This is an optimization exercise on Yosys and OpenROAD, whose aim is small area, not a production implementation.
In this exercise RTL edits were held to simulation tests only and were not proved equivalent to the original.
No activity file was given, so power comes from the tool's default toggle rates.

### flow/abc_area.script
&get -n
&st
&dc2
&dch -f
&nf -R 2000 -a
&st
&dc2
&dch -f
&nf -R 2000 -a
&put
### design.v
module testpattern
(
    input              I_pxl_clk   , 
    input              I_rst_n     , 
    input      [2:0]   I_mode      , 
    input      [15:0]  I_sqr_width ,
    input      [7:0]   I_single_r  ,
    input      [7:0]   I_single_g  ,
    input      [7:0]   I_single_b  ,
    input      [15:0]  I_h_total   , 
    input      [15:0]  I_h_sync    , 
    input      [15:0]  I_h_bporch  , 
    input      [15:0]  I_h_res     , 
    input      [15:0]  I_v_total   , 
    input      [15:0]  I_v_sync    , 
    input      [15:0]  I_v_bporch  , 
    input      [15:0]  I_v_res     , 
    input              I_hs_pol    , 
    input              I_vs_pol    , 
    output reg         O_de        ,
    output reg         O_hs        ,
    output reg         O_vs        ,
    output     [7:0]   O_data_r    ,
    output     [7:0]   O_data_g    ,
    output     [7:0]   O_data_b
);
reg           pre;       
reg           hs_a;      
reg           hbp;       
reg           hact;      
reg           vs_a;      
reg           vbp;       
reg           vact;      
reg  [15:0]   H_cnt;     
reg  [15:0]   C_cnt;     
reg  [15:0]   V_cnt;     
reg  [15:0]   B_cnt;     
reg  [15:0]   Cv_cnt;    
reg  [15:0]   A_cnt;     
reg  [12:0]   U_cnt;     
reg  [3:0]    K_cnt;     
reg           K_ch;
reg           Sqr_h;
reg           Sqr_v;
reg  [23:0]   Data_tmp;
wire        H_end    = (H_cnt == 16'hFFFE);
wire        C_end    = (C_cnt == 16'hFFFE);
wire        start    = pre & (H_cnt[1:0] == 2'd3);
wire        line_end = ~pre & H_end;
wire        hs_end   = hs_a & C_end;
wire        bp_zero  = (I_h_bporch == 16'd0);
wire        hbp_end  = hbp & C_end;
wire        act_start= (hs_end & bp_zero) | hbp_end;
wire        de       = hact & vact;
wire [8:0]  A_lo_inc = A_cnt[7:0] + de;
wire [15:0] A_inc    = {A_cnt[15:8] + A_lo_inc[8], A_lo_inc[7:0]};
wire        act_last = hact & (A_inc == I_h_res);
wire        hact_n   = act_start | (hact & ~act_last & ~line_end);
wire        V_end    = (V_cnt == 16'hFFFE);
wire        B_end    = (B_cnt == 16'hFFFE);
wire        frame_end= line_end & V_end;
wire        vs_end   = line_end & vs_a & B_end;
wire        vbp_zero = (I_v_bporch == 16'd0);
wire        vbp_end  = line_end & vbp & B_end;
wire        vact_start = (vs_end & vbp_zero) | vbp_end;
wire        vact_end = line_end & vact & B_end;
wire        vact_n   = vact_start | (vact & ~vact_end);
wire        de_n     = hact_n & vact_n;
wire        de_start = act_start & vact;
wire        de_fall  = de & ~de_n;
always @(posedge I_pxl_clk or negedge I_rst_n)
begin
    if (!I_rst_n) begin
        pre  <= 1'b1;
        hs_a <= 1'b0;
        hbp  <= 1'b0;
        hact <= 1'b0;
        vs_a <= 1'b0;
        vbp  <= 1'b0;
        vact <= 1'b0;
        H_cnt[1:0] <= 2'd0;
    end else begin
        pre  <= pre & ~start;
        hs_a <= start | line_end | (hs_a & ~hs_end);
        hbp  <= (hs_end & ~bp_zero) | (hbp & ~hbp_end);
        hact <= hact_n;
        vs_a <= start | frame_end | (vs_a & ~vs_end);
        vbp  <= (vs_end & ~vbp_zero) | (vbp & ~vbp_end);
        vact <= vact_n;
        H_cnt[1:0] <= (start | line_end) ? ~I_h_total[1:0] : H_cnt[1:0] + 1'b1;
    end
end
wire [15:0] H_inc = H_cnt + 1'b1;
always @(posedge I_pxl_clk)
begin
    H_cnt[15:2] <= (start | line_end) ? ~I_h_total[15:2] : H_inc[15:2];
    if (start | line_end)
        C_cnt <= ~I_h_sync;
    else if (hs_end & ~bp_zero)
        C_cnt <= ~I_h_bporch;
    else if (act_start | (hact & C_end))
        C_cnt <= ~I_sqr_width;
    else
        C_cnt <= C_cnt + 1'b1;
    V_cnt <= (start | frame_end) ? ~I_v_total : V_cnt + line_end;
    if (start | frame_end)
        B_cnt <= ~I_v_sync;
    else if (vs_end & ~vbp_zero)
        B_cnt <= ~I_v_bporch;
    else if (vact_start)
        B_cnt <= ~I_v_res;
    else
        B_cnt <= B_cnt + line_end;
end
always @(posedge I_pxl_clk or negedge I_rst_n)
begin
    if (!I_rst_n)
        A_cnt[7:0] <= 8'd0;
    else if (de_start)
        A_cnt[7:0] <= 8'd0;
    else
        A_cnt[7:0] <= A_inc[7:0];
end
always @(posedge I_pxl_clk)
begin
    if (de_start)
        A_cnt[15:8] <= 8'd0;
    else
        A_cnt[15:8] <= A_inc[15:8];
end
wire        sqr_h_hit = de & C_end;
wire        sqr_v_hit = de_fall & (Cv_cnt == 16'hFFFE);
always @(posedge I_pxl_clk)
begin
    Sqr_h  <= act_start ? 1'b0 : (Sqr_h ^ sqr_h_hit);
    Cv_cnt <= (vs_end | sqr_v_hit) ? ~I_sqr_width : Cv_cnt + de_fall;
    Sqr_v  <= vs_end ? 1'b0 : (Sqr_v ^ sqr_v_hit);
end
wire [12:0] bar_w  = I_h_res[15:3];
wire        U_wrap = (U_cnt == 13'h1FFE);
wire        w_one  = (bar_w == 13'd1);
wire [2:0]  res_r  = I_h_res[2:0];
reg         w_div;
always @(*) begin
    w_div = 1'b0;
    if (I_h_res[15:7] == 9'd0)
        case (I_h_res[6:3])
            4'd2: w_div = res_r[0];
            4'd3: w_div = (res_r == 3'd2) | (res_r == 3'd5);
            4'd4: w_div = (res_r[1:0] == 2'd3);
            4'd5: w_div = (res_r == 3'd4);
            4'd6: w_div = (res_r == 3'd5);
            4'd7: w_div = (res_r == 3'd6);
            4'd8: w_div = (res_r == 3'd7);
            default: w_div = 1'b0;
        endcase
end
wire        K_t0   = O_de ? (w_one ? K_ch : w_div) : (w_one & ~A_cnt[3]);
wire        k_inc  = de_start ? K_t0 :
                     de & (w_one ? (K_ch | ~O_de) : (U_wrap & ~K_ch));
always @(posedge I_pxl_clk)
begin
    U_cnt <= (act_start | U_wrap) ? ~bar_w : U_cnt + 1'b1;
    K_cnt <= de_n ? (K_cnt + k_inc) : 4'd0;
    K_ch  <= de_start ? K_t0 : (K_ch & ~(de & U_wrap & ~w_one));
end
wire        net  = de & ((A_cnt[4:0] == 5'd0) | act_last | (B_cnt[4:0] == ~I_v_res[4:0]) | B_end);
wire        sqr  = de & (Sqr_h == Sqr_v);
wire        cb_r = de & ~K_cnt[3] & ~K_cnt[1];
wire        cb_g = de & ~K_cnt[3] & ~K_cnt[2];
wire        cb_b = de & ~K_cnt[3] & ~K_cnt[0];
wire        m_bar  = (I_mode == 3'b000);
wire        m_net  = (I_mode == 3'b001);
wire        m_gray = (I_mode == 3'b010);
wire        m_sqr  = (I_mode == 3'b011);
wire        m_one  = (I_mode == 3'b111);
wire        m_blue = I_mode[2] & ~m_one;
wire        r_c = (m_bar & cb_r) | (m_net & net) | (m_sqr & sqr);
wire        g_c = (m_bar & cb_g) | (m_sqr & sqr);
wire        b_c = (m_bar & cb_b) | (m_sqr & sqr) | m_blue;
wire [7:0]  gray = A_cnt[7:0];
always @(posedge I_pxl_clk or negedge I_rst_n)
begin
    if (!I_rst_n) begin
        O_de     <= 1'b0;
        O_hs     <= 1'b1;
        O_vs     <= 1'b1;
        Data_tmp <= 24'd0;
    end else begin
        O_de     <= de;
        O_hs     <= I_hs_pol ? hs_a : ~hs_a;
        O_vs     <= I_vs_pol ? vs_a : ~vs_a;
        Data_tmp <= {{8{b_c}} | ({8{m_gray}} & gray) | ({8{m_one}} & I_single_b),
                     {8{g_c}} | ({8{m_gray}} & gray) | ({8{m_one}} & I_single_g),
                     {8{r_c}} | ({8{m_gray}} & gray) | ({8{m_one}} & I_single_r)};
    end
end
assign O_data_r = Data_tmp[ 7: 0];
assign O_data_g = Data_tmp[15: 8];
assign O_data_b = Data_tmp[23:16];
endmodule
### flow/synth.tcl
# The standard synthesis script (synth_recipe.tcl), with one change: Yosys's
# abc mapping step runs an area-oriented ABC script (flow/abc_area.script)
# instead of ORFS's speed script. Everything before it (and so every
# register) is unchanged.
proc synth {args} { yosys synth -nofsm -noshare {*}$args }
proc abc {args} {
  set i [lsearch $args -script]
  set args [lreplace $args [expr {$i+1}] [expr {$i+1}] $::env(MY_ABC_SCRIPT)]
  yosys abc {*}$args
}
source $::env(SCRIPTS_DIR)/synth.tcl
# left out here: clear keep_hierarchy, flatten, clean up, hide names made inside functions, write 1_2_yosys.v
### flow/run.sh
#!/bin/bash
# Standard ORFS layout (standard.sh) with these changes:
#  - synthesis: no hard half/full-adder cells (ADDER_MAP_FILE empty), and
#    logic mapped with an area-oriented ABC script (flow/synth.tcl,
#    flow/abc_area.script); registers are the standard synthesis's;
#  - ports get the smallest buffer (buf_1);
#  - clock tree: clkbuf_8 root, clkbuf_4 elsewhere, no dummy loads.
# Make's full output goes to flow_make.log here; ORFS keeps each step's log
# under orfs/logs/.
set -euo pipefail
here=$(pwd)
export MY_ABC_SCRIPT=$here/flow/abc_area.script
bash standard.sh "SYNTH_SCRIPT=$here/flow/synth.tcl" "ADDER_MAP_FILE=" \
  "BUFFER_PORTS_ARGS=-buffer_cell sky130_fd_sc_hd__buf_1" \
  "CTS_ARGS=-sink_clustering_enable -repair_clock_nets -dont_use_dummy_load -root_buf sky130_fd_sc_hd__clkbuf_8 -buf_list sky130_fd_sc_hd__clkbuf_4" \
  finish > flow_make.log 2>&1
### config.mk
export PLATFORM = sky130hd
export DESIGN_NAME = testpattern
export DESIGN_NICKNAME = testpattern
export VERILOG_FILES = /design/flow/design.v
export SDC_FILE = /design/flow/constraint.sdc
export NUM_CORES = 4
export LEC_CHECK = 0
export CAP_MARGIN = 20
export CORE_MARGIN = 2
export CORE_UTILIZATION = 65
export GPL_TIMING_DRIVEN = 0
export PLACE_DENSITY = 0.75
export SLEW_MARGIN = 20
### standard.sh
#!/bin/bash
# synth_recipe.tcl (not shown) runs the flow's synth.tcl, then flattens the netlist and writes it again
# the make line also repeats each setting of config.mk as NAME=value (left out here)
make -C /OpenROAD-flow-scripts/flow DESIGN_CONFIG=/design/flow/config.mk WORK_HOME=/design/flow/orfs CLKGATE_MAP_FILE= SYNTH_SCRIPT=/design/flow/synth_recipe.tcl "${@:-finish}"
### constraint.sdc
create_clock -name core_clock -period 10.0 [get_ports {I_pxl_clk}]
set_input_delay 2.0000 -clock core_clock [delete_from_list [all_inputs] [get_ports {I_pxl_clk}]]
set_output_delay 2.0000 -clock core_clock [all_outputs]
set_load 0.01 [all_outputs]
==> results of run 1 <==
==> where the power goes <==
group,total (uW),switching [uW],internal [uW]
logic,164,84.1,80.0
registers,693,41.0,652
clock network,256,173,83.5
total,1110,298,816
==> logic make-up after synthesis <==
family,count (synthesis),synth area share
compound gates,272,0.2075
xor+xnor,65,0.07935
buf+inv,17,0.008894
flops,150,0.4498
mux,7,0.01012
simple gates,358,0.2443
==> routing by layer <==
layer,vias to the layer above,part of all wire,wire length (microns)
li1,3596,-,-
met1,3296,0.42,7835
met2,312,0.48,8814
met3,32,0.080,1480
met4,0,0.019,351
met5,-,0,0
==> per-stage QoR <==
stage	instances	hold slack [ps]	util
floorplan	869	446.2	-
global placement	1210	461.1	0.7509
detailed placement	1213	470.0	0.7585
CTS	1230	491.6	0.7709
global route	1230	531.7	0.7719
finish	1230	489.3	0.7719
==> final timing paths <==
| check | from | endpoint | slack, ps | depth (start not counted) |
|---|---|---|---|---|
| setup / recovery | I_h_res[2] | Cv_cnt[14] | 4270 | 19 |
| hold / removal | vbp | vbp | 490 | 2 |
| setup reg to reg | vact | Cv_cnt[14] | 4650 | 24 |
| hold reg to reg | vbp | vbp | 490 | 2 |
| max in group asynchronous | I_rst_n | O_vs | 7970 | 2 |
| min in group asynchronous | I_rst_n | Data_tmp[12] | 1470 | 1 |
==> layout by cell type (no fill, tap or decap), types with 25 or more instances in the layout <==
cell,instances
buf_1,200
o21ai_0,111
a21oi_1,109
dfxtp_1,106
nand2_1,98
nor2_1,78
nand3_1,51
dfrtp_1,41
xnor2_1,40
and3_1,26
xor2_1,25
==> final cells by class <==
cell class                      count  area [sq um]  share of cell area
Sequential cell                   150          3227              0.3874
Timing Repair Buffer              204         810.8             0.09733
Multi-Input combinational cell    702          3920              0.4706
Tap cell                          140         175.2             0.02103
Inverter                           17         63.81            0.007660
Clock buffer                       17         133.9             0.01607
==> worst max-delay path: stages <==
cell	delay, ps
buf_1	170
clkinv_1	130
xnor2_1	160
nand4_1	100
nor4b_1	290
nand3_1	140
a2111oi_0	430
nand3_1	130
a21oi_1	140
o2111ai_1	210
a21o_1	240
a21oi_1	310
nand2_1	150
nor2_1	290
nand2_1	190
nor2_1	250
and3_1	260
a21oi_1	110
mux2_1	340
==> flip-flops by register name, indices dropped and copies added (netlist names), 4 cells and up <==
register,flops
A_cnt,16
H_cnt,16
C_cnt,16
V_cnt,16
K_cnt,4
Data_tmp,24
U_cnt,13
B_cnt,16
Cv_cnt,16
==> impl_metrics.py, run 1 <==
metrics = {
    "route": {
        "first_iter_violations": 865,
        "vias_per_cell": 5.883,
        "routed_wl_microns": 18480,
        "final_antenna_net_count": 0,
        "dr.pass1.iters": 6,
        "num_vias": 7236,
        "wl_per_cell_microns": 15.03,
        "drc": 0,
    },
    "floorplan": {
        "rows": 38,
        "die_w_microns": 109.1,
        "die_area_sq_um": 11890,
        "ios": 202,
        "die-height_microns": 109.1,
        "start_util": 0.6647,
        "coreArea_sq_um": 10790,
    },
    "sta": {
        "finalClockSkew_ps": 39.23,
        "drv_slew": 0,
        "slew_headroom": 0.3014,
        "fin_tns_setup_ps": 0,
        "post-route-period-util": 0.5727,
        "tightest_slew_ps": 1044,
        "hold_viol": 0,
        "fin_crit_ps": 5727,
        "fin_ws_ps": 4273,
        "rsz0062_at_grt": "false",
        "clock.fmax_mhz": 174.6,
        "finalSetupViolCount": 0,
    },
    "clocking": {
        "clkTransAtPathRegs_ps": 110,
        "cts_hold_buf": 0,
        "clock_sinks": 150,
        "clk_latency_ps": 430,
        "cts_buffers": 17,
        "tritoncts": "yes",
        "cts_buffer_depth": 2,
        "htree_num_levels": 4,
        "cts_root_buf": "clkbuf_8",
        "cts_setup_buffers": 0,
        "ctsResizeCount": 0,
    },
    "grt": {
        "busiest_layer": "met2",
        "antenna_found_initial": 0,
        "use_met1": 0.3957,
        "gr-usage-met2": 0.5124,
        "use_met3": 0.06635,
        "grt_pass1_vias": 6235,
        "grt_start_max_net_pins": 38,
        "track_usage": 0.3077,
        "grt_pass1_wl_microns": 28710,
        "overflow": 0,
    },
    "worst_setup_path": {
        "criticalPathCategory": "primary input to register",
        "arrival_ps": 6040,
        "critPathRequiredTime_ps": 10320,
        "crit_fanout": 5,
        "start_kind": "primary input",
        "end_kind": "register",
    },
    "status": {
        "status": "no timing/DRC/antenna violations",
    },
    "logic_synthesis": {
        "synth_top_cell_area_share": 0.2958,
        "netlist_area_sq_um": 7174,
        "syn_inst": 869,
        "ys_top_cells_by_count": "111 x o21ai_0, 110 x a21oi_1, 106 x dfxtp_1",
        "ys_seq_area_frac": 0.4498,
        "async_reset_ff_frac": 0.2933,
        "synth-seq-cells": 150,
        "yosys.area.top_type": "dfxtp_1",
        "yosysMostFrequentCell": "o21ai_0",
        "synth_area_leaders": "dfxtp_1 30%, dfrtp_1 14%, o21ai_0 7.7%",
        "syn_nets": 1044,
        "avgSynthCellArea_sq_um": 8.256,
        "yosys_warnings": 1,
        "ys_types": 45,
        "synth_edf_count": 0,
        "yosys_most_used_dff": "dfxtp_1",
    },
    "placement": {
        "gp_congestion": 0.8929,
        "post_dp_cell_area_sq_um": 8187,
        "post-dp-hpwl_microns": 14080,
        "dpl_worst_slack_ps": 3778,
        "port_buffers": 201,
    },
    "run": {
        "maxCapViolCount": 0,
    },
    "cells_and_area": {
        "finish.net_count": 1267,
        "num-fill-cells": 879,
        "drive_gt1_frac": 0.02752,
        "area_growth_pct": 16.11,
        "final_area_sq_um": 8330,
        "n_antenna_cell": 0,
    },
    "power_and_ir_drop": {
        "vdd_drop_max_mv": 0.1436,
        "total_power_uw": 1114,
        "p_leak_uw": 0.003323,
        "power_density_nw_per_um2": 133.7,
    },
    "min_path": {
        "worstHoldPathType": "register to register",
    },
}
==> run 2, diff against run 1 <==
--- a/config.mk
+++ b/config.mk
@@ -10,3 +10,2 @@
 export CORE_UTILIZATION = 65
-export GPL_TIMING_DRIVEN = 0
 export PLACE_DENSITY = 0.75
==> impl_metrics.py, run 2 <==
metrics = {
    "min_path": {
        "worstHoldPathType": "register to register",
        "whs_path_depth": 2,
        "hp-start": "vbp",
        "holdPathEnd": "vbp",
    },
    "logic_synthesis": {
        "syn_inst": 869,
        "syn_nets": 1044,
        "yosys_most_used_dff": "dfxtp_1",
        "netlist_area_sq_um": 7174,
        "yosysMostFrequentCell": "o21ai_0",
        "ys_types": 45,
        "synth_fa_ha_area_frac": 0,
        "synth_top_cell_area_share": 0.2958,
        "async_reset_ff_frac": 0.2933,
        "synth-seq-cells": 150,
        "synth_top_family_by_area": "simple AND/OR/NAND/NOR gates",
        "synth_edf_count": 0,
        "synthMuxAreaShare": 0.01012,
        "synth-xor-area-share": 0.07935,
        "yosys_warnings": 1,
        "ys_seq_area_frac": 0.4498,
        "yosys.area.top_type": "dfxtp_1",
        "synth_compound_gate_area_share": 0.2075,
        "synth_area_leaders": "dfxtp_1 30%, dfrtp_1 14%, o21ai_0 7.7%",
        "ys_top_cells_by_count": "111 x o21ai_0, 110 x a21oi_1, 106 x dfxtp_1",
        "avgSynthCellArea_sq_um": 8.256,
        "synth_simple_gate_area_frac": 0.2443,
    },
    "worst_setup_path": {
        "crit_path_frequent_cell": "a21oi_1",
        "slowest_stage": "a2111oi_0",
        "crit_fanout": 5,
        "end_kind": "register",
        "arrival_ps": 5950,
        "r2r_cells": 23,
        "rrSetupSlack_ps": 4730,
        "path_cells": "buf_1 > clkinv_1 > xnor2_1 > nand4_1 > nor4b_1 > nand3_1 > a2111oi_0 > nand3_1 > a21oi_1 > o2111ai_1 > a21o_1 > a21oi_1 > nand2_1 > nor2_1 > nand2_1 > nor2_1 > and3_1 > a21oi_1 > mux2_1",
        "slowest_delay_ps": 470,
        "criticalPathCategory": "primary input to register",
        "critPathRequiredTime_ps": 10300,
        "start_kind": "primary input",
        "reg2reg_to": "Cv_cnt[14]",
        "r2r_start": "hact",
    },
    "floorplan": {
        "die_w_microns": 109.1,
        "coreArea_sq_um": 10790,
        "start_util": 0.6647,
        "rows": 38,
        "die_area_sq_um": 11890,
        "ios": 202,
        "die-height_microns": 109.1,
    },
    "route": {
        "wl_per_cell_microns": 15.29,
        "routed_wl_microns": 18830,
        "final_antenna_net_count": 0,
        "drc": 0,
        "num_vias": 7348,
        "vias_per_cell": 5.964,
        "first_iter_violations": 702,
        "dr.pass1.iters": 5,
    },
    "sta": {
        "drv_slew": 0,
        "fin_tns_setup_ps": 0,
        "tightest_slew_ps": 1058,
        "clock.fmax_mhz": 177.0,
        "post-route-period-util": 0.5650,
        "finalClockSkew_ps": 29.27,
        "hold_viol": 0,
        "fin_crit_ps": 5650,
        "rsz0062_at_grt": "false",
        "finalSetupViolCount": 0,
        "slew_headroom": 0.2902,
    },
    "cells_and_area": {
        "finish.net_count": 1269,
        "final_common_cell": "buf_1",
        "drive_gt1_frac": 0.02564,
        "largest_reg_flops": 24,
        "n_antenna_cell": 0,
        "layout_common_cells": "200 x buf_1, 111 x o21ai_0, 109 x a21oi_1",
        "area_growth_pct": 15.50,
        "largest_register": "Data_tmp",
    },
    "clocking": {
        "cts_root_buf": "clkbuf_8",
        "cts_hold_buf": 0,
        "cts_buffer_depth": 2,
        "ctsResizeCount": 0,
        "clk_latency_ps": 430,
        "tritoncts": "yes",
        "clkTransAtPathRegs_ps": 100,
        "cts_buffers": 17,
        "clock_sinks": 150,
        "htree_num_levels": 4,
        "cts_setup_buffers": 0,
    },
    "placement": {
        "port_buffers": 201,
        "post-dp-hpwl_microns": 14290,
        "gp_congestion": 0.9028,
    },
    "power_and_ir_drop": {
        "total_power_uw": 1121,
        "vdd_drop_max_mv": 0.1454,
        "power_density_nw_per_um2": 135.3,
        "p_leak_uw": 0.003312,
    },
    "grt": {
        "track_usage": 0.3183,
        "antenna_found_initial": 0,
        "grt_pass1_vias": 6661,
        "grt_pass1_wl_microns": 29750,
        "overflow": 0,
        "grt_start_max_net_pins": 45,
    },
    "status": {
        "status": "no timing/DRC/antenna violations",
    },
    "run": {
        "maxCapViolCount": 0,
    },
}
[run 2: cell counts after synthesis]
Identical to the previous run, type by type.
[run 2: critical path, delay by kind of cell]
family	cells	cell delay, ps
AO/OA/AOI/OAI	6	1400
buffers and inverters	2	320
XOR/XNOR	1	170
AND/OR/NAND/NOR	9	1690
multiplexers	1	350
[run 2: report_power, final]
group          switching (uW)  internal, uW  leakage, uW
Combinational            88.5          79.3      0.00185
Sequential               39.9           652      0.00139
Clock                     178          83.4    0.0000808
Total                     306           815      0.00331
[run 2: logic make-up (layout without fill, tap and decap cells)]
kind of cell,after synthesis,after routing
AOI/OAI and AO/OA,272,272
and+or+nand+nor,358,358
muxes,7,7
buffers and inverters,17,240
DFF,150,150
xor gates and xnor gates,65,65
[run 2: layout make-up]
type	count	area, sq um
clock buffers	17	133.9
fillers	865	2506
inverters	17	63.81
multi-input cells	702	3894
flip-flops and latches	150	3227
well taps	140	175.2
repair buffers	206	793.3
[run 2: stage by stage]
step | setup WS (ps) | cells | hold slack [ps] | util | area [sq um]
3_5_place_dp | 3904 | 1215 | 498.0 | 0.7554 | 8153
4_1_cts | 4321 | 1232 | 518.0 | 0.7678 | 8287
3_3_place_gp | 4100 | 1215 | 461.8 | 0.7554 | 8153
6_report | 4350 | 1232 | 520.5 | 0.7678 | 8287
2_1_floorplan | 4794 | 869 | 446.2 | - | 7174
5_1_grt | 3995 | 1232 | 538.4 | 0.7678 | 8287
[run 2: how the worst max path moves through the flow]
| stage | start | endpoint | slack [ps] | cells after the start |
|---|---|---|---|---|
| after floorplan | I_h_res[2] | Cv_cnt[14] | 4790 | 15 |
| final | I_h_res[2] | Cv_cnt[14] | 4350 | 19 |
| after global placement | I_h_res[2] | Cv_cnt[14] | 4100 | 16 |
| after global routing | I_h_res[2] | Cv_cnt[15] | 3990 | 21 |
| after detailed placement | I_h_res[2] | Cv_cnt[14] | 3900 | 16 |
| after CTS | I_h_res[2] | Cv_cnt[14] | 4320 | 16 |
[run 2: per-layer routing]
layer / wire (microns) / vias to the layer above / track usage
met4: 446 / 0 / 0.1209
met3: 1586 / 52 / 0.06396
li1: - / 3604 / -
met5: 0 / - / 0
met2: 8801 / 337 / 0.5302
met1: 7999 / 3355 / 0.4084
==> run 3, diff against run 2 <==
--- a/flow/run.sh
+++ b/flow/run.sh
@@ -6,3 +6,3 @@
 #  - ports get the smallest buffer (buf_1);
-#  - clock tree: clkbuf_8 root, clkbuf_4 elsewhere, no dummy loads.
+#  - clock tree: clkbuf_4 throughout, no dummy loads.
 # Make's full output goes to flow_make.log here; ORFS keeps each step's log
@@ -14,3 +14,3 @@
   "BUFFER_PORTS_ARGS=-buffer_cell sky130_fd_sc_hd__buf_1" \
-  "CTS_ARGS=-sink_clustering_enable -repair_clock_nets -dont_use_dummy_load -root_buf sky130_fd_sc_hd__clkbuf_8 -buf_list sky130_fd_sc_hd__clkbuf_4" \
+  "CTS_ARGS=-sink_clustering_enable -repair_clock_nets -dont_use_dummy_load -root_buf sky130_fd_sc_hd__clkbuf_4 -buf_list sky130_fd_sc_hd__clkbuf_4" \
   finish > flow_make.log 2>&1
==> impl_metrics.py, run 3 <==
metrics = {
    "status": {
        "status": "no timing/DRC/antenna violations",
    },
    "clocking": {
        "cts_root_buf": "clkbuf_4",
        "clk_latency_ps": 540,
        "clock_sinks": 150,
        "cts_hold_buf": 0,
        "htree_num_levels": 4,
        "cts_buffer_depth": 2,
        "cts_setup_buffers": 0,
        "tritoncts": "yes",
        "ctsResizeCount": 0,
        "clkTransAtPathRegs_ps": 100,
        "cts_buffers": 17,
    },
    "worst_setup_path": {
        "end_kind": "register",
        "critPathRequiredTime_ps": 10420,
        "arrival_ps": 5930,
        "r2r_start": "hact",
        "r2r_cells": 23,
        "start_kind": "primary input",
        "cp-startpoint": "I_h_res[2]",
        "crit_fanout": 5,
        "criticalPathCategory": "primary input to register",
    },
    "floorplan": {
        "ios": 202,
        "die-height_microns": 109.1,
        "rows": 38,
        "die_w_microns": 109.1,
        "die_area_sq_um": 11890,
        "coreArea_sq_um": 10790,
        "start_util": 0.6647,
    },
    "min_path": {
        "worstHoldPathType": "register to register",
        "hp-start": "vbp",
        "whs_path_depth": 2,
    },
    "logic_synthesis": {
        "synth_area_leaders": "dfxtp_1 30%, dfrtp_1 14%, o21ai_0 7.7%",
        "yosys_warnings": 1,
        "netlist_area_sq_um": 7174,
        "syn_inst": 869,
        "synth_top_cell_area_share": 0.2958,
        "synth-seq-cells": 150,
        "ys_seq_area_frac": 0.4498,
        "ys_top_cells_by_count": "111 x o21ai_0, 110 x a21oi_1, 106 x dfxtp_1",
        "async_reset_ff_frac": 0.2933,
        "yosysMostFrequentCell": "o21ai_0",
        "avgSynthCellArea_sq_um": 8.256,
        "yosys_most_used_dff": "dfxtp_1",
        "ys_types": 45,
        "syn_nets": 1044,
        "yosys.area.top_type": "dfxtp_1",
        "synth_edf_count": 0,
    },
    "grt": {
        "grt_start_max_net_pins": 45,
        "overflow": 0,
        "grt_pass1_vias": 6665,
        "grt_pass1_wl_microns": 29740,
        "antenna_found_initial": 0,
        "track_usage": 0.3185,
    },
    "cells_and_area": {
        "largest_reg_flops": 24,
        "finish.net_count": 1269,
        "num-fill-cells": 869,
        "area_growth_pct": 15.42,
        "drive_gt1_frac": 0.02564,
        "final_common_cell": "buf_1",
        "final_area_sq_um": 8280,
        "largest_register": "Data_tmp",
        "n_antenna_cell": 0,
        "layout_common_cells": "200 x buf_1, 111 x o21ai_0, 109 x a21oi_1",
        "finalNonFillerCells": 1232,
    },
    "route": {
        "routed_wl_microns": 18830,
        "drc": 0,
        "vias_per_cell": 5.967,
        "final_antenna_net_count": 0,
        "first_iter_violations": 639,
        "wl_per_cell_microns": 15.28,
        "dr.pass1.iters": 7,
        "num_vias": 7351,
    },
    "sta": {
        "finalClockSkew_ps": 28.01,
        "finalSetupViolCount": 0,
        "fin_crit_ps": 5518,
        "tightest_slew_ps": 1080,
        "hold_ws_ps": 520.8,
        "drv_slew": 0,
        "clock.fmax_mhz": 181.2,
        "slew_headroom": 0.2755,
        "rsz0062_at_grt": "false",
        "hold_viol": 0,
        "fin_tns_setup_ps": 0,
        "post-route-period-util": 0.5518,
    },
    "placement": {
        "post-dp-hpwl_microns": 14290,
        "dp_cells": 1215,
        "post_dp_cell_area_sq_um": 8153,
        "port_buffers": 201,
        "gp_congestion": 0.9028,
    },
    "power_and_ir_drop": {
        "power_density_nw_per_um2": 134.7,
        "p_leak_uw": 0.003309,
        "vdd_drop_max_mv": 0.1453,
    },
    "run": {
        "maxCapViolCount": 0,
    },
}
run 3: cell counts after synthesis:
Identical to the previous run, type by type.
run 3: layout make-up:
class	count	area (sq um)	area share
multi-input cells	702	3894	0.4702
flip-flops and latches	150	3227	0.3897
repair buffers	206	793.3	0.09580
well taps	140	175.2	0.02115
clock buffers	17	127.6	0.01541
inverters	17	63.81	0.007706
run 3: power by group:
group	internal [uW]	total [uW]	switching, uW
sequential	652	692	40.1
combinational	79.3	168	88.6
clock	77.6	255	177
total	809	1110	306
run 3: worst max-delay path, cell delays in order:
cell	delay [ps]
buf_1	180
clkinv_1	140
xnor2_1	170
nand4_1	120
nor4b_1	280
nand3_1	100
a2111oi_0	470
nand3_1	130
a21oi_1	130
o2111ai_1	180
a21o_1	230
a21oi_1	280
nand2_1	140
nor2_1	260
nand2_1	170
nor2_1	240
and3_1	250
a21oi_1	100
mux2_1	350
run 3: cells by family after synthesis:
group	after synthesis	share of synthesized area
xor+xnor	65	0.07935
mux	7	0.01012
simple gates	358	0.2443
buf+inv	17	0.008894
flops	150	0.4498
compound gates	272	0.2075
run 3: metal layers:
metal | track usage | up-vias | routed length, microns
met2 | 0.5284 | 311 | 8852
li1 | - | 3602 | -
met3 | 0.06934 | 39 | 1355
met5 | 0 | - | 0
met4 | 0.1172 | 0 | 426
met1 | 0.4084 | 3399 | 8193
run 3: path summary, 6_finish.rpt:
check	to	slack [ps]
worst max-delay path	Cv_cnt[14]	4480
min in group asynchronous	Data_tmp[14]	1600
worst min-delay path	vbp	520
worst max register to register	Cv_cnt[14]	4750
worst min register to register	vbp	520
max in group asynchronous	Data_tmp[3]	7780
run 3: metrics by stage:
stage / total power, uW / worst slack [ps] / util
after floorplan: 799.4 / 4794 / -
after global placement: 863.9 / 4100 / 0.7554
after detailed placement: 869.7 / 3904 / 0.7554
after CTS: 1116 / 4441 / 0.7672
after global routing: 1177 / 4129 / 0.7672
final: 1115 / 4482 / 0.7672
==> run 4, diff against run 3 <==
--- a/design.v
+++ b/design.v
@@ -38,3 +38,3 @@
 reg  [15:0]   Cv_cnt;    
-reg  [15:0]   A_cnt;     
+reg  [7:0]    A_cnt;     
 reg  [12:0]   U_cnt;     
@@ -54,5 +54,4 @@
 wire        de       = hact & vact;
-wire [8:0]  A_lo_inc = A_cnt[7:0] + de;
-wire [15:0] A_inc    = {A_cnt[15:8] + A_lo_inc[8], A_lo_inc[7:0]};
-wire        act_last = hact & (A_inc == I_h_res);
+wire [7:0]  A_inc    = A_cnt + de;
+wire        act_last;
 wire        hact_n   = act_start | (hact & ~act_last & ~line_end);
@@ -117,14 +116,7 @@
     if (!I_rst_n)
-        A_cnt[7:0] <= 8'd0;
+        A_cnt <= 8'd0;
     else if (de_start)
-        A_cnt[7:0] <= 8'd0;
+        A_cnt <= 8'd0;
     else
-        A_cnt[7:0] <= A_inc[7:0];
-end
-always @(posedge I_pxl_clk)
-begin
-    if (de_start)
-        A_cnt[15:8] <= 8'd0;
-    else
-        A_cnt[15:8] <= A_inc[15:8];
+        A_cnt <= A_inc;
 end
@@ -157,2 +149,7 @@
 end
+wire        w_small = (I_h_res[15:4] == 12'd0);     
+wire        r_eq    = (A_inc[2:0] == res_r);
+assign      act_last = hact & (w_small ? (r_eq & (A_inc[3] == I_h_res[3])) :
+                       (res_r == 3'd0) ? ((K_cnt == 4'd7) & U_wrap) :
+                                         (K_cnt[3] & r_eq));
 wire        K_t0   = O_de ? (w_one ? K_ch : w_div) : (w_one & ~A_cnt[3]);
--- a/flow/run.sh
+++ b/flow/run.sh
@@ -6,3 +6,3 @@
 #  - ports get the smallest buffer (buf_1);
-#  - clock tree: clkbuf_4 throughout, no dummy loads.
+#  - clock tree: clkbuf_8 root, clkbuf_4 or clkbuf_8 elsewhere, no dummy loads.
 # Make's full output goes to flow_make.log here; ORFS keeps each step's log
@@ -14,3 +14,3 @@
   "BUFFER_PORTS_ARGS=-buffer_cell sky130_fd_sc_hd__buf_1" \
-  "CTS_ARGS=-sink_clustering_enable -repair_clock_nets -dont_use_dummy_load -root_buf sky130_fd_sc_hd__clkbuf_4 -buf_list sky130_fd_sc_hd__clkbuf_4" \
+  "CTS_ARGS=-sink_clustering_enable -repair_clock_nets -dont_use_dummy_load -root_buf sky130_fd_sc_hd__clkbuf_8 -buf_list {sky130_fd_sc_hd__clkbuf_4 sky130_fd_sc_hd__clkbuf_8}" \
   finish > flow_make.log 2>&1
==> impl_metrics.py, run 4 <==
metrics = {
    "floorplan": {
        "rows": 37,
        "start_util": 0.6661,
        "ios": 202,
        "coreArea_sq_um": 10280,
        "die_w_microns": 106.6,
        "die-height_microns": 106.6,
        "die_area_sq_um": 11370,
    },
    "logic_synthesis": {
        "yosys_warnings": 1,
        "ys_top_cells_by_count": "120 x a21oi_1, 108 x nand2_1, 105 x o21ai_0",
        "syn_inst": 847,
        "syn_nets": 1022,
        "synth_edf_count": 0,
        "netlist_area_sq_um": 6845,
        "synth_area_leaders": "dfxtp_1 29%, dfrtp_1 15%, a21oi_1 8.8%",
        "async_reset_ff_frac": 0.3099,
        "ys_seq_area_frac": 0.4480,
        "synth_top_cell_area_share": 0.2866,
        "yosysMostFrequentCell": "a21oi_1",
        "yosys_most_used_dff": "dfxtp_1",
        "yosys.area.top_type": "dfxtp_1",
        "synth-seq-cells": 142,
        "avgSynthCellArea_sq_um": 8.082,
        "ys_types": 49,
    },
    "power_and_ir_drop": {
        "power_density_nw_per_um2": 146.4,
        "vdd_drop_max_mv": 0.1396,
        "p_leak_uw": 0.003228,
        "total_power_uw": 1180,
    },
    "clocking": {
        "clock_sinks": 142,
        "clkTransAtPathRegs_ps": 70,
        "cts_root_buf": "clkbuf_8",
        "clk_latency_ps": 440,
        "tritoncts": "yes",
        "cts_buffer_depth": 2,
        "htree_num_levels": 4,
        "ctsResizeCount": 0,
        "cts_hold_buf": 0,
        "cts_setup_buffers": 0,
        "cts_buffers": 17,
    },
    "grt": {
        "grt_pass1_wl_microns": 28280,
        "antenna_found_initial": 0,
        "track_usage": 0.3099,
        "overflow": 0,
        "grt_pass1_vias": 6225,
        "grt_start_max_net_pins": 45,
    },
    "route": {
        "first_iter_violations": 530,
        "num_vias": 6957,
        "dr.pass1.iters": 5,
        "final_antenna_net_count": 0,
        "vias_per_cell": 5.764,
        "drc": 0,
        "routed_wl_microns": 17220,
        "wl_per_cell_microns": 14.26,
    },
    "cells_and_area": {
        "finalNonFillerCells": 1207,
        "finish.net_count": 1248,
        "n_antenna_cell": 0,
        "area_growth_pct": 17.75,
        "largest_reg_flops": 24,
        "largest_register": "Data_tmp",
        "final_util": 0.7843,
        "final_common_cell": "buf_1",
        "drive_gt1_frac": 0.02708,
        "layout_common_cells": "200 x buf_1, 119 x a21oi_1, 108 x nand2_1",
    },
    "placement": {
        "gp_congestion": 0.9364,
        "port_buffers": 201,
        "dp_cells": 1190,
        "post-dp-hpwl_microns": 12730,
        "dpl_worst_slack_ps": 4999,
    },
    "sta": {
        "clock.fmax_mhz": 219.4,
        "rsz0062_at_grt": "false",
        "drv_slew": 0,
        "tightest_slew_ps": 1039,
        "post-route-period-util": 0.4558,
        "fin_tns_setup_ps": 0,
        "finalClockSkew_ps": 28.85,
        "finalSetupViolCount": 0,
        "fin_ws_ps": 5442,
        "fin_crit_ps": 4558,
        "slew_headroom": 0.3034,
        "hold_viol": 0,
    },
    "status": {
        "status": "no timing/DRC/antenna violations",
    },
    "min_path": {
        "whs_path_depth": 2,
        "worstHoldPathType": "register to register",
    },
    "run": {
        "maxCapViolCount": 0,
    },
    "worst_setup_path": {
        "r2r_cells": 13,
        "critPathRequiredTime_ps": 10320,
        "arrival_ps": 4870,
        "end_kind": "register",
        "crit_fanout": 5,
        "criticalPathCategory": "primary input to register",
        "start_kind": "primary input",
    },
}
run 4: cell families (layout without fill, tap and decap cells):
family	count (synthesis)	count (layout)	share of synthesized area
XOR/XNOR	46	46	0.05886
buffers and inverters	23	247	0.01261
flip-flops	142	142	0.4480
AND/OR/NAND/NOR	345	345	0.2416
multiplexers	5	5	0.007494
AO/OA/AOI/OAI	286	286	0.2314
run 4: per-stage QoR:
| step | cell area, sq um | hold WS (ps) |
|---|---|---|
| 6_report | 8060 | 489.0 |
| 4_1_cts | 8060 | 493.1 |
| 3_3_place_gp | 7826 | 464.3 |
| 2_1_floorplan | 6845 | 443.9 |
| 5_1_grt | 8060 | 524.9 |
| 3_5_place_dp | 7826 | 476.1 |
run 4: worst paths after layout:
path                       startpoint   endpoint  slack, ps
max                        I_h_res[9]  Cv_cnt[9]       5440
min                               vbp        vbp        490
max reg2reg                  U_cnt[4]  Cv_cnt[9]       6140
min in group asynchronous     I_rst_n   A_cnt[6]       1740
max in group asynchronous     I_rst_n       vact       7640
min reg2reg                       vbp        vbp        490
run 4: layout make-up:
cell class              count  area, sq um
repair buffers            207        800.8
inverters                  23        86.33
clock buffers              17        234.0
well taps                 136        170.2
fillers                   827         2217
multi-input cells         682         3702
flip-flops and latches    142         3067
run 4: per-layer routing:
layer  vias up  routed length (microns)  part of all wire  track usage
met2       263                     8035              0.47       0.4973
li1       3544                        -                 -            -
met3        29                     1248             0.072      0.07842
met1      3121                     7638              0.44       0.4131
met4         0                      293             0.017      0.09926
met5         -                        0                 0            0
run 4: where the power goes:
group	switching [uW]	internal, uW
sequential	49.2	630
combinational	89.9	85.4
clock	176	149
total	316	865
run 4: critical path, stage by stage:
cell and delay (ps):
buf_1 80, nor4_1 330, nand3_1 180, nor2_1 150, nand2_1 100, o21ai_0 90
o22ai_1 140, a31oi_1 200, clkinv_1 120, a21oi_1 290, nand2_1 160, nor2_1 280
and2_0 290, a21oi_1 130, mux2_1 340
==> run 5, diff against run 4 <==
--- a/flow/run.sh
+++ b/flow/run.sh
@@ -6,3 +6,3 @@
 #  - ports get the smallest buffer (buf_1);
-#  - clock tree: clkbuf_8 root, clkbuf_4 or clkbuf_8 elsewhere, no dummy loads.
+#  - clock tree: clkbuf_8 throughout, no dummy loads.
 # Make's full output goes to flow_make.log here; ORFS keeps each step's log
@@ -14,3 +14,3 @@
   "BUFFER_PORTS_ARGS=-buffer_cell sky130_fd_sc_hd__buf_1" \
-  "CTS_ARGS=-sink_clustering_enable -repair_clock_nets -dont_use_dummy_load -root_buf sky130_fd_sc_hd__clkbuf_8 -buf_list {sky130_fd_sc_hd__clkbuf_4 sky130_fd_sc_hd__clkbuf_8}" \
+  "CTS_ARGS=-sink_clustering_enable -repair_clock_nets -dont_use_dummy_load -root_buf sky130_fd_sc_hd__clkbuf_8 -buf_list sky130_fd_sc_hd__clkbuf_8" \
   finish > flow_make.log 2>&1
==> impl_metrics.py, run 5 <==
metrics = {
    "status": {
        "status": "no timing/DRC/antenna violations",
    },
    "route": {
        "dr.pass1.iters": 5,
        "drc": 0,
        "final_antenna_net_count": 0,
        "routed_wl_microns": 17220,
        "num_vias": 6957,
        "wl_per_cell_microns": 14.26,
        "vias_per_cell": 5.764,
        "first_iter_violations": 530,
    },
    "placement": {
        "gp_congestion": 0.9364,
        "post-dp-hpwl_microns": 12730,
        "port_buffers": 201,
    },
    "sta": {
        "hold_ws_ps": 489.0,
        "drv_slew": 0,
        "fin_crit_ps": 4558,
        "rsz0062_at_grt": "false",
        "slew_headroom": 0.3034,
        "clock.fmax_mhz": 219.4,
        "tightest_slew_ps": 1039,
        "finalClockSkew_ps": 28.85,
        "fin_tns_setup_ps": 0,
        "post-route-period-util": 0.4558,
        "hold_viol": 0,
        "finalSetupViolCount": 0,
    },
    "logic_synthesis": {
        "yosysMostFrequentCell": "a21oi_1",
        "ys_seq_area_frac": 0.4480,
        "synthMuxAreaShare": 0.007494,
        "synth-xor-area-share": 0.05886,
        "synth_simple_gate_area_frac": 0.2416,
        "synth_area_leaders": "dfxtp_1 29%, dfrtp_1 15%, a21oi_1 8.8%",
        "ys_types": 49,
        "syn_inst": 847,
        "syn_nets": 1022,
        "synth-seq-cells": 142,
        "yosys.area.top_type": "dfxtp_1",
        "synth_top_cell_area_share": 0.2866,
        "ys_top_cells_by_count": "120 x a21oi_1, 108 x nand2_1, 105 x o21ai_0",
        "synth_fa_ha_area_frac": 0,
        "synth_compound_gate_area_share": 0.2314,
        "yosys_most_used_dff": "dfxtp_1",
        "synth_edf_count": 0,
        "avgSynthCellArea_sq_um": 8.082,
        "synth_top_family_by_area": "simple AND/OR/NAND/NOR gates",
        "yosys_warnings": 1,
        "async_reset_ff_frac": 0.3099,
        "netlist_area_sq_um": 6845,
    },
    "cells_and_area": {
        "num-fill-cells": 827,
        "largest_reg_flops": 24,
        "regArea_sq_um": 3067,
        "final_common_cell": "buf_1",
        "n_antenna_cell": 0,
        "multiInputGateArea_sq_um": 3702,
        "layout_common_cells": "200 x buf_1, 119 x a21oi_1, 108 x nand2_1",
        "largest_register": "Data_tmp",
        "drive_gt1_frac": 0.02708,
        "finish.net_count": 1248,
        "area_growth_pct": 17.75,
    },
    "floorplan": {
        "rows": 37,
        "coreArea_sq_um": 10280,
        "die-height_microns": 106.6,
        "start_util": 0.6661,
        "die_area_sq_um": 11370,
        "die_w_microns": 106.6,
        "ios": 202,
    },
    "grt": {
        "antenna_found_initial": 0,
        "grt_start_max_net_pins": 45,
        "grt_pass1_vias": 6225,
        "grt_pass1_wl_microns": 28280,
        "track_usage": 0.3099,
        "overflow": 0,
    },
    "clocking": {
        "cts_hold_buf": 0,
        "cts_setup_buffers": 0,
        "ctsResizeCount": 0,
        "clk_latency_ps": 440,
        "clock_sinks": 142,
        "cts_buffers": 17,
        "cts_root_buf": "clkbuf_8",
        "cts_buffer_depth": 2,
        "tritoncts": "yes",
        "clkTransAtPathRegs_ps": 70,
        "htree_num_levels": 4,
    },
    "worst_setup_path": {
        "crit_fanout": 5,
        "arrival_ps": 4870,
        "start_kind": "primary input",
        "end_kind": "register",
        "critPathRequiredTime_ps": 10320,
        "criticalPathCategory": "primary input to register",
    },
    "power_and_ir_drop": {
        "p_leak_uw": 0.003228,
        "power_density_nw_per_um2": 146.4,
        "vdd_drop_max_mv": 0.1396,
    },
    "min_path": {
        "worstHoldPathType": "register to register",
    },
    "run": {
        "maxCapViolCount": 0,
    },
}
[run 5: routing by layer]
| metal | vias to the layer above | wire length (microns) | track usage |
|---|---|---|---|
| met3 | 29 | 1248 | 0.07842 |
| met2 | 263 | 8035 | 0.4973 |
| li1 | 3544 | - | - |
| met5 | - | 0 | 0 |
| met1 | 3121 | 7638 | 0.4131 |
| met4 | 0 | 293 | 0.09926 |
[run 5: through the flow]
stage	total power, uW	util	worst slack, ps	cells	instance area (sq um)
floorplan	794.0	-	5544	847	6845
global placement	857.7	0.7615	5124	1190	7826
detailed placement	862.6	0.7615	4999	1190	7826
CTS	1186	0.7843	5474	1207	8060
global route	1244	0.7843	5029	1207	8060
finish	1180	0.7843	5442	1207	8060
[run 5: cell families (layout without fill, tap and decap cells)]
group / after synthesis / in the layout
compound gates: 286 / 286
xor+xnor: 46 / 46
simple gates: 345 / 345
buf+inv: 23 / 247
flops: 142 / 142
mux: 5 / 5
[run 5: report_power, final]
part	internal (uW)	leakage, uW	switching [uW]
Sequential	630	0.00133	49.2
Clock	149	0.000122	176
Combinational	85.4	0.00178	89.9
Total	865	0.00323	316
[run 5: layout make-up]
class / count / share of cell area
multi-input cells: 682 / 0.4593
flip-flops and latches: 142 / 0.3805
repair buffers: 207 / 0.09935
clock buffers: 17 / 0.02903
well taps: 136 / 0.02111
inverters: 23 / 0.01071
[run 5: worst max-delay path, cell delays in order]
cell and delay [ps]:
buf_1 80, nor4_1 330, nand3_1 180, nor2_1 150
nand2_1 100, o21ai_0 90, o22ai_1 140, a31oi_1 200
clkinv_1 120, a21oi_1 290, nand2_1 160, nor2_1 280
and2_0 290, a21oi_1 130, mux2_1 340
[run 5: path summary, 6_finish.rpt]
path                             end  slack, ps       start  depth (start not counted)
max in group asynchronous       vact       7640     I_rst_n                          1
min reg2reg                      vbp        490         vbp                          2
max reg2reg                Cv_cnt[9]       6140    U_cnt[4]                         13
min                              vbp        490         vbp                          2
max                        Cv_cnt[9]       5440  I_h_res[9]                         15
min in group asynchronous   A_cnt[6]       1740     I_rst_n                          1

[re-timing with driven ports]
In the flow no input, the clock included, has a driving cell. The finished layouts below were timed again as built, in two steps. Step 1, drivers: a clkbuf_16 drives I_pxl_clk and a buf_2 each remaining input, both assumed. Step 2 times the ports against the registers' clock, not the clock port: input delays grow and output delays shrink by t, the midpoint of the rising clock arrivals with the driver on. Three values: ideal, step 1, step 2; two values: the first two.
run | t, ns | slack for setup (ns) | worst setup path at the end | latest minus earliest clock arrival (ns) | cell pins on the clock port's net
run 1 | 0.442 | 4.273 / 4.283 / 3.841 | input to register | 0.040 / 0.039 | 1
run 2 | 0.452 | 4.350 / 4.365 / 3.914 | input to register | 0.030 / 0.029 | 1
run 3 | 0.566 | 4.482 / 4.495 / 3.929 | input to register | 0.028 / 0.029 | 1
run 4 | 0.467 | 5.442 / 5.457 / 4.990 | input to register | 0.029 / 0.029 | 1
run 5 | 0.467 | 5.442 / 5.457 / 4.990 | input to register | 0.029 / 0.029 | 1
After both steps setup and hold are still met in every run listed. For run 3, which loses most, drivers alone change the setup slack by +0.013 ns; drivers and shift together by -0.553 ns.
